From an optimization exercise on the open Yosys and OpenROAD flow, aimed at small area and a short achievable clock period; shortcuts taken in it are not production practice.
Only simulation tests tie the RTL to the original design; equivalence was not proved.
Power and IR drop assume default switching activity.

==> flow/design.v (outline; a module is shown in full before it is edited, if it fits) <==
// module clock_divider: 28 lines
// module bd_core: 713 lines
// module bd_fa: 4 lines
// module bd_pp3: 3 lines
// module bd_inv: 3 lines
// module bd_and2: 3 lines
// module bd_or2: 3 lines
// module bd_nand2: 3 lines
// module bd_nor2: 3 lines
// module bd_xor2: 3 lines
// module bd_xnor2: 3 lines
// module bd_a21oi: 3 lines
// module bd_o21ai: 3 lines
// module bd_gp3l: 6 lines
// module bd_gp4: 8 lines
// module bd_gp4l: 6 lines
// module buzzer: 13 lines
module buzzer(
        input baseClk,
        input [$clog2(1000000) - 1:0] freq,
        input rst,
        output buzz_clk
);
  // ...
==> flow/run.sh <==
#!/bin/bash
# synth_recipe.tcl (not shown) runs the flow's synth.tcl, then flattens the netlist and writes it again
# the make line also repeats each setting of config.mk as NAME=value (left out here)
make -C /OpenROAD-flow-scripts/flow DESIGN_CONFIG=/design/flow/config.mk WORK_HOME=/design/flow/orfs CLKGATE_MAP_FILE= SYNTH_SCRIPT=/design/flow/synth_recipe.tcl finish
==> flow/config.mk <==
export PLATFORM = sky130hd
export DESIGN_NAME = buzzer
export DESIGN_NICKNAME = buzzer
export VERILOG_FILES = /design/flow/design.v
export SDC_FILE = /design/flow/constraint.sdc
export NUM_CORES = 4
export LEC_CHECK = 0
export CAP_MARGIN = 20
export CELL_PAD_IN_SITES_DETAIL_PLACEMENT = 1
export CELL_PAD_IN_SITES_GLOBAL_PLACEMENT = 1
export CORE_MARGIN = 2
export CORE_UTILIZATION = 30
export PLACE_DENSITY = 0.45
export SLEW_MARGIN = 20
export SYNTH_HIERARCHICAL = 1
export SYNTH_MINIMUM_KEEP_SIZE = 0
==> flow/constraint.sdc <==
create_clock -name core_clock -period 120.0 [get_ports {baseClk}]
set_input_delay 24.0000 -clock core_clock [delete_from_list [all_inputs] [get_ports {baseClk}]]
set_output_delay 24.0000 -clock core_clock [all_outputs]
set_load 0.01 [all_outputs]
==> impl_metrics.toml, run 1 <==
[status]
status = "complete, no violations"

[detailed_routing]
vias_per_cell = 6.37
ant_nets = 0
vias = 8199

[sta]
finalHoldViolCount = 0

[critical_path]
end_kind = "flip-flop"
rrSetupSlack_ns = 105.09
startpoint_type = "input pin"

[global_routing]
antenna_found_initial = 0
grtUsageTotal_pct = 24.4

[hold_path]
worstHoldStart = "freq_generator.m[25]$_DFF_P_"
hold_class = "flip-flop to flip-flop"
whs_path_depth = 2

[synth]
synth_top_family_by_area = "adder cells"
synth_area_leaders = "fa_1 38%, a222oi_1 20%, nor2_1 8.1%"
yosysWarnings = 7
synth_compound_area_share_pct = 25.8
async_flop_share_pct = 0
synthFlopType = "dfxtp_1"
synth_common_cells = "175 x nor2_1, 160 x a222oi_1, 154 x fa_1"

[placement]
routabilityCongestion = 0.845

[finish]
largest-register = "freq_generator.m"
final_common_cell = "nor2_1"

[pwr]
power_density_nw_per_um2 = 8.29
power_mw = 0.0749
==> run 2: changes to the inputs <==
==> flow/flow/run.sh (new file) <==
#!/bin/bash
# The standard layout (standard.sh), with plain port buffers in place of the
# default delay buffer; every port still gets its buffer.
set -euo pipefail
export BUFFER_PORTS_ARGS="-buffer_cell sky130_fd_sc_hd__buf_1"
bash standard.sh > standard.log 2>&1
==> flow/standard.sh (new file) <==
#!/bin/bash
# synth_recipe.tcl (not shown) runs the flow's synth.tcl, then flattens the netlist and writes it again
# the make line also repeats each setting of config.mk as NAME=value (left out here)
make -C /OpenROAD-flow-scripts/flow DESIGN_CONFIG=/design/flow/config.mk WORK_HOME=/design/flow/orfs CLKGATE_MAP_FILE= SYNTH_SCRIPT=/design/flow/synth_recipe.tcl "${@:-finish}"
removed: flow/run.sh
==> run 2 against run 1 <==
Against the previous run: still clean on timing, DRC and antenna; combinational power fell by 4.6%; flip-flop and latch count did not move; critical path depth rose by 2; die area did not move; non-clock buffer count fell by 6; first-iteration DRC count rose by 4.4%; via count fell by 1.5%; clock skew fell by 0.0044 ns; global-route usage fell by 0.60 points; sequential share of layout area rose by 0.13 points; critical path type unchanged.
==> impl_metrics.toml, run 2 <==
[status]
status = "complete, no violations"

[detailed_routing]
ant_nets = 0
vias = 8073
wl_per_cell_um = 26.1
drtIter0Drc = 1346
vias_per_cell = 6.30
drc = 0
firstDrtPassIters = 12
drt_wl_total_mm = 33.4

[sta]
tightest_slew_ns = 1.18
fin_crit_sh_pct = 24.6
setup_tns_ns = 0
finalHoldViolCount = 0
setup_viol_count_final = 0
slew_violations = 0
slew_headroom_pct = 21.4
setup_ws_ns = 90.44
grt_setup_unrepaired = "false"
finClkSkew_ns = 0.00380
fmax_mhz = 33.8
period_needed_ns = 29.56

[pwr]
leakagePower_nw = 2.66
p_int_mw = 0.0332
clkPwrFrac_pct = 11.0
p_sw_mw = 0.0385
ir_drop_mv = 0.00383
power_frac_seq_pct = 13.1
combPwrFrac_pct = 75.9
sw_frac_of_total_pct = 53.7
power_density_nw_per_um2 = 8.12

[placement]
dp_hpwl_mm = 26.6
post-place-ws_ns = 90.16
port_buffers = 22
placed_area_um2 = 8740
routabilityCongestion = 0.854

[synth]
yosysWarnings = 7
yosysMostFrequentCell = "nor2_1"
seq_area_frac_synth_pct = 6.69
synth_area_per_cell_um2 = 9.06
synth_top_area_cell = "fa_1"
syn_area_um2 = 8080
ys_ff_latch = 27
synthFlopType = "dfxtp_1"
synth.distinct_cells = 39
synth_area_leaders = "fa_1 38%, a222oi_1 20%, nor2_1 8.1%"
async_flop_share_pct = 0
synth-edff-count = 0
synth.net_count = 1068
netlist_instances = 892
synth_common_cells = "175 x nor2_1, 160 x a222oi_1, 154 x fa_1"
yosysTopAreaCellShare_pct = 38.1

[clocking]
holdBufCountCts = 0
postCtsResizedCells = 0
postCtsSetupBuffers = 0
clockRootBuffer = "clkbuf_16"
cts_buffers = 3
clk_pin_slew_ns = 0.07
cts_tree = "done"
cts_sinks = 27
cts.path.max_buffers = 2
insertion_delay_ns = 0.27
cts-htree-levels = 1

[floorplanning]
die-area_um2 = 28300
die_w_um = 168
core_area_um2 = 26700
fp-row-count = 60
start_util_pct = 30.2
top_level_ports = 23
die_y_um = 168

[critical_path]
end_kind = "flip-flop"
startpoint_type = "input pin"
crit_path_max_fanout = 14
worst-endpoint-required_ns = 120.15
critPathArrivalTime_ns = 29.71
path_class = "input pin to flip-flop"

[finish]
largestRegisters = "freq_generator.m: 26 flops, freq_generator.outClk: 1 flops"
final_common_cell = "nor2_1"
largest_register_ffs = 26
fin_nets = 1117
largest-register = "freq_generator.m"
n_antenna_cell = 0
drive_gt1_share_pct = 4.36
mostFrequentLayoutCells = "173 x nor2_1, 160 x a222oi_1, 154 x fa_1, 104 x nand2_1, 52 x xnor2_1"
finish.instance_area_um2 = 8840
area_delta_synth_final_pct = 9.33

[global_routing]
grtUsageTotal_pct = 23.8
grt_pass1_wl_mm = 51.7
grt_pass1_vias = 8488
antenna_found_initial = 0
grt-ovfl-total = 0
grt_max_degree = 25

[hold_path]
hold_class = "flip-flop to flip-flop"

[run]
cap_viol_max_count = 0
## run 2: worst paths after layout
kind / start / to / slack, ns / cells past startpoint
worst min register to register: freq_generator.m[0]$_DFF_P_ / freq_generator.m[0]$_DFF_P_ / 0.67 / 2
worst min-delay path: freq_generator.m[0]$_DFF_P_ / freq_generator.m[0]$_DFF_P_ / 0.67 / 2
worst max-delay path: freq[2] / freq_generator.m[0]$_DFF_P_ / 90.44 / 19
worst max register to register: freq_generator.m[1]$_DFF_P_ / freq_generator.m[0]$_DFF_P_ / 104.93 / 40
## run 2: power groups by stage
| stage | clock, mW | sequential (mW) | combinational (mW) |
|---|---|---|---|
| 2_1_floorplan | 0 | 0.00997 | 0.0384 |
| 3_3_place_gp | 0 | 0.00959 | 0.0538 |
| 6_report | 0.00791 | 0.00938 | 0.0545 |
| 3_5_place_dp | 0 | 0.00960 | 0.0551 |
| 4_1_cts | 0.00817 | 0.00938 | 0.0553 |
| 5_1_grt | 0.00860 | 0.00941 | 0.0620 |
## run 2: kinds of logic after synthesis
kind of cell    count (synthesis)  share of synthesized area [%]
buf+inv                        41                           2.14
simple gates                  350                           18.9
fa+ha+maj                     154                           38.1
flops                          27                           6.69
compound gates                243                           25.8
xor+xnor                       77                           8.34
## run 2: per-module statistics from Yosys (local to each module, per instance), a selection
module / flops+latches / times used / cells
bd_gp4l: 0 / 1 / 4
bd_nand2: 0 / 81 / 1
bd_gp4: 0 / 10 / 6
bd_and2: 0 / 38 / 1
bd_core: 0 / 1 / 67
bd_xor2: 0 / 25 / 1
bd_fa: 0 / 154 / 1
bd_inv: 0 / 37 / 1
bd_o21ai: 0 / 12 / 1
## run 2: final cells by class
class,count,area [µm²]
multi-input cells,824,7370
fillers,3145,17900
inverters,37,139
repair buffers,48,278
flip-flops and latches,27,541
well taps,341,427
clock buffers,4,78.8
## run 2: critical path, cell delays in order
cell	delay, ns
buf_1	0.13
inv_1	0.13
nor2_1	0.85
a222oi_1	0.30
xor2_1	0.34
fa_1	0.48
fa_1	0.39
fa_1	0.52
fa_1	0.45
xnor2_1	0.39
xnor2_1	0.20
nand2_1	0.10
a21oi_1	0.18
o21ai_1	0.10
a21oi_1	0.20
o21ai_1	0.11
a21oi_2	0.33
nand2_1	0.28
nand2b_1	0.21
## run 2: metrics by stage
step / instances / hold slack, ns / util (%) / total power [mW]
after global placement: 1275 / 0.668 / 32.7 / 0.0634
after floorplan: 892 / 0.588 / - / 0.0484
after global routing: 1281 / 0.687 / 33.1 / 0.0800
final: 1281 / 0.675 / 33.1 / 0.0718
after CTS: 1279 / 0.680 / 33.0 / 0.0729
after detailed placement: 1275 / 0.664 / 32.7 / 0.0647
## run 2: per-layer routing
layer	share of wire (%)	global-route usage, %
met2	50	41.9
met1	41	31.5
met4	2.9	6.67
met3	6.5	1.93
met5	0	0
==> run 3: changes to the inputs <==
--- a/flow/config.mk
+++ b/flow/config.mk
@@ -10,6 +10,7 @@
 export CELL_PAD_IN_SITES_GLOBAL_PLACEMENT = 1
 export CORE_MARGIN = 2
 export CORE_UTILIZATION = 30
+export GPL_TIMING_DRIVEN = 0
 export PLACE_DENSITY = 0.45
 export SLEW_MARGIN = 20
 export SYNTH_HIERARCHICAL = 1
==> run 3 against run 2 <==
Against the previous run: worst setup slack got worse by 0.15 ns; clock-buffer cell count decreased by 1; combinational power decreased by 4.6%; fmax decreased by 0.51%; critical path type unchanged; largest power group unchanged; synthesized cell count unchanged.
==> impl_metrics.toml, run 3 <==
[synth]
synthFlopType = "dfxtp_1"
yosysTopAreaCellShare_pct = 38.1
seq_area_frac_synth_pct = 6.69
synth-edff-count = 0
synth-simple-area-share_pct = 18.9
synth_top_area_cell = "fa_1"
synth_common_cells = "175 x nor2_1, 160 x a222oi_1, 154 x fa_1"
synth_area_leaders = "fa_1 38%, a222oi_1 20%, nor2_1 8.1%"
ys_ff_latch = 27
synth_top_family_by_area = "adder cells"
synth_compound_area_share_pct = 25.8
synth.distinct_cells = 39
yosysMostFrequentCell = "nor2_1"
yosys.area_share.adder_pct = 38.1
async_flop_share_pct = 0
yosysWarnings = 7
synth_area_per_cell_um2 = 9.06
netlist_instances = 892
synth.net_count = 1068
synth_xor_area_share_pct = 8.34
syn_area_um2 = 8080
synth_mux_area_share_pct = 0

[critical_path]
cpMostUsedCell = "fa_1"
path_class = "input pin to flip-flop"
worst-endpoint-required_ns = 120.13
startpoint_type = "input pin"
crit_family = "adder cells"
crit_path_max_fanout = 13
path_cells = "buf_1 -> inv_1 -> nor2_1 -> a222oi_1 -> xor2_1 -> fa_1 -> fa_1 -> fa_1 -> fa_1 -> fa_1 -> nand2_1 -> a21oi_1 -> o21ai_1 -> a21oi_1 -> o21ai_1 -> a21oi_2 -> nand2_1 -> buf_4 -> nand2b_1"
crit_buf_inv = 3
r2r.worst_path.cells = 40
slowest_stage = "nor2_1"
end_kind = "flip-flop"
worstReg2RegStart = "freq_generator.m[1]$_DFF_P_"
critical-path-max-stage-delay_ns = 0.84
critPathArrivalTime_ns = 29.84
rrSetupSlack_ns = 104.93
timing.rr.end = "freq_generator.outClk$_DFF_P_"

[clocking]
clk_pin_slew_ns = 0.07
postCtsSetupBuffers = 0
insertion_delay_ns = 0.26
cts_buffers = 3
cts_tree = "done"
postCtsResizedCells = 0
cts_sinks = 27
cts-htree-levels = 1
cts.path.max_buffers = 2
clockRootBuffer = "clkbuf_16"
holdBufCountCts = 0

[hold_path]
hold_class = "flip-flop to flip-flop"
worstHoldStart = "freq_generator.m[25]$_DFF_P_"
hold_path_end = "freq_generator.m[25]$_DFF_P_"
whs_path_depth = 2

[pwr]
ir_drop_mv = 0.00500
leakagePower_nw = 2.56
power_density_nw_per_um2 = 8.04

[placement]
port_buffers = 22
routabilityCongestion = 0.854
dp_hpwl_mm = 25.9

[floorplanning]
die_y_um = 168
core_area_um2 = 26700
die-area_um2 = 28300
fp-row-count = 60
start_util_pct = 30.2
die_w_um = 168
top_level_ports = 23

[detailed_routing]
wl_per_cell_um = 25.5
drc = 0
vias = 7993
ant_nets = 0
vias_per_cell = 6.34
drt_wl_total_mm = 32.2
drtIter0Drc = 1350
firstDrtPassIters = 13

[global_routing]
grt_pass1_vias = 8635
antenna_found_initial = 0
grt-ovfl-total = 0
grt_pass1_wl_mm = 51.1
grt_max_degree = 26
grtUsageTotal_pct = 23.1

[sta]
period_needed_ns = 29.71
grt_setup_unrepaired = "false"
finClkSkew_ns = 0.00484
finalHoldViolCount = 0
fin_crit_sh_pct = 24.8
tightest_slew_ns = 1.19
fmax_mhz = 33.7
setup_viol_count_final = 0
slew_violations = 0
holdWs_ns = 0.685
slew_headroom_pct = 20.5
setup_tns_ns = 0

[finish]
final_common_cell = "nor2_1"
area_delta_synth_final_pct = 7.76
fin_nets = 1097
largest_register_ffs = 26
n_fill_cell = 3131
mostFrequentLayoutCells = "172 x nor2_1, 160 x a222oi_1, 154 x fa_1, 104 x nand2_1, 52 x xnor2_1"
largest-register = "freq_generator.m"
drive_gt1_share_pct = 3.04
largestRegisters = "freq_generator.m: 26 flops, freq_generator.outClk: 1 flops"
n_antenna_cell = 0

[status]
status = "complete, no violations"

[run]
cap_viol_max_count = 0
run 3: how the worst max path moves through the flow:
| stage | slack, ns | depth (start not counted) | end | startpoint |
|---|---|---|---|---|
| global placement | 89.95 | 19 | freq_generator.m[0]$_DFF_P_ | freq[2] |
| CTS | 90.24 | 19 | freq_generator.m[0]$_DFF_P_ | freq[1] |
| global route | 90.06 | 19 | freq_generator.m[0]$_DFF_P_ | freq[0] |
| detailed placement | 90.00 | 19 | freq_generator.m[0]$_DFF_P_ | freq[1] |
| floorplan | 91.65 | 17 | freq_generator.m[0]$_DFF_P_ | freq[1] |
| finish | 90.29 | 19 | freq_generator.m[0]$_DFF_P_ | freq[0] |
run 3: area by class of cell:
class	instances	area, µm²	share of cell area, %
tap	341	427	4.90
multi-input combinational	824	7380	84.8
inverter	37	139	1.59
buffer	4	33.8	0.388
clock buffer	3	75.1	0.862
clock inverter	1	7.51	0.0862
timing repair buffer	24	97.6	1.12
sequential	27	546	6.26
run 3: power by group:
group | internal [mW] | total [mW] | switching, mW
clock network | 0.00453 | 0.00760 | 0.00307
registers | 0.00912 | 0.0105 | 0.00133
logic | 0.0192 | 0.0520 | 0.0328
run 3: routing by layer:
metal,part of all wire [%],routed length [µm],track usage (%),vias to the layer above
li1,-,-,-,3473
met1,42,13400,30.3,4123
met2,49,15700,39.8,348
met3,5.8,1860,2.28,49
met4,3.6,1180,8.51,0
met5,0,0,0,-
run 3: cell families (layout without fill, tap and decap cells):
family | Yosys count | after routing
buffers and inverters | 41 | 69
XOR/XNOR | 77 | 77
flip-flops | 27 | 27
AO/OA/AOI/OAI | 243 | 243
AND/OR/NAND/NOR | 350 | 350
adder cells (fa/ha/maj) | 154 | 154
run 3: modules after synthesis (local to each module, per instance), a selection:
| module | cells | times used | flops+latches |
|---|---|---|---|
| bd_fa | 1 | 154 | 0 |
| bd_and2 | 1 | 38 | 0 |
| bd_gp4 | 6 | 10 | 0 |
| bd_nor2 | 1 | 154 | 0 |
| bd_core | 67 | 1 | 0 |
| bd_xor2 | 1 | 25 | 0 |
| bd_xnor2 | 1 | 52 | 0 |
| bd_o21ai | 1 | 12 | 0 |
| bd_nand2 | 1 | 81 | 0 |
run 3: through the flow:
stage | power (mW) | worst slack (ns) | instance area (µm²) | std cells | util (%)
2_1_floorplan | 0.0484 | 91.65 | 8080 | 892 | -
3_3_place_gp | 0.0606 | 89.95 | 8590 | 1255 | 32.1
3_5_place_dp | 0.0628 | 90.00 | 8620 | 1257 | 32.2
4_1_cts | 0.0709 | 90.24 | 8700 | 1261 | 32.6
5_1_grt | 0.0781 | 90.06 | 8710 | 1261 | 32.6
6_report | 0.0701 | 90.29 | 8710 | 1261 | 32.6
run 3: worst min-delay path: stages (launching register included):
cell and delay (ns):
dfxtp_1 0.41, xnor2_1 0.19, nor2_1 0.05

afterwards: timing with drivers on the ports:
How much do the figures lean on ideal ports? The routed layouts below were timed once more, with nothing changed but the port constraints. Step 1, drivers: a clkbuf_16 drives baseClk and a buf_2 each remaining input, both assumed. Step 2, shift: input delay + t, output delay - t, t = (earliest + latest rising clock arrival at the registers) / 2. This alone moves slack from input paths to output paths. a / b / c = ideal ports / drivers / drivers and shift; a / b = the first two.
| run | t (ns) | setup slack, ns | hold slack, ns |
|---|---|---|---|
| run 1 | 0.312 | 90.139 / 90.150 / 89.838 | 0.653 / 0.653 / 0.653 |
| run 2 | 0.303 | 90.442 / 90.452 / 90.149 | 0.675 / 0.675 / 0.675 |
| run 3 | 0.287 | 90.289 / 90.295 / 90.007 | 0.685 / 0.685 / 0.685 |
After both steps every run listed still meets setup and hold. For run 1, which loses most, drivers alone change the setup slack by +0.011 ns; drivers and shift together by -0.301 ns.
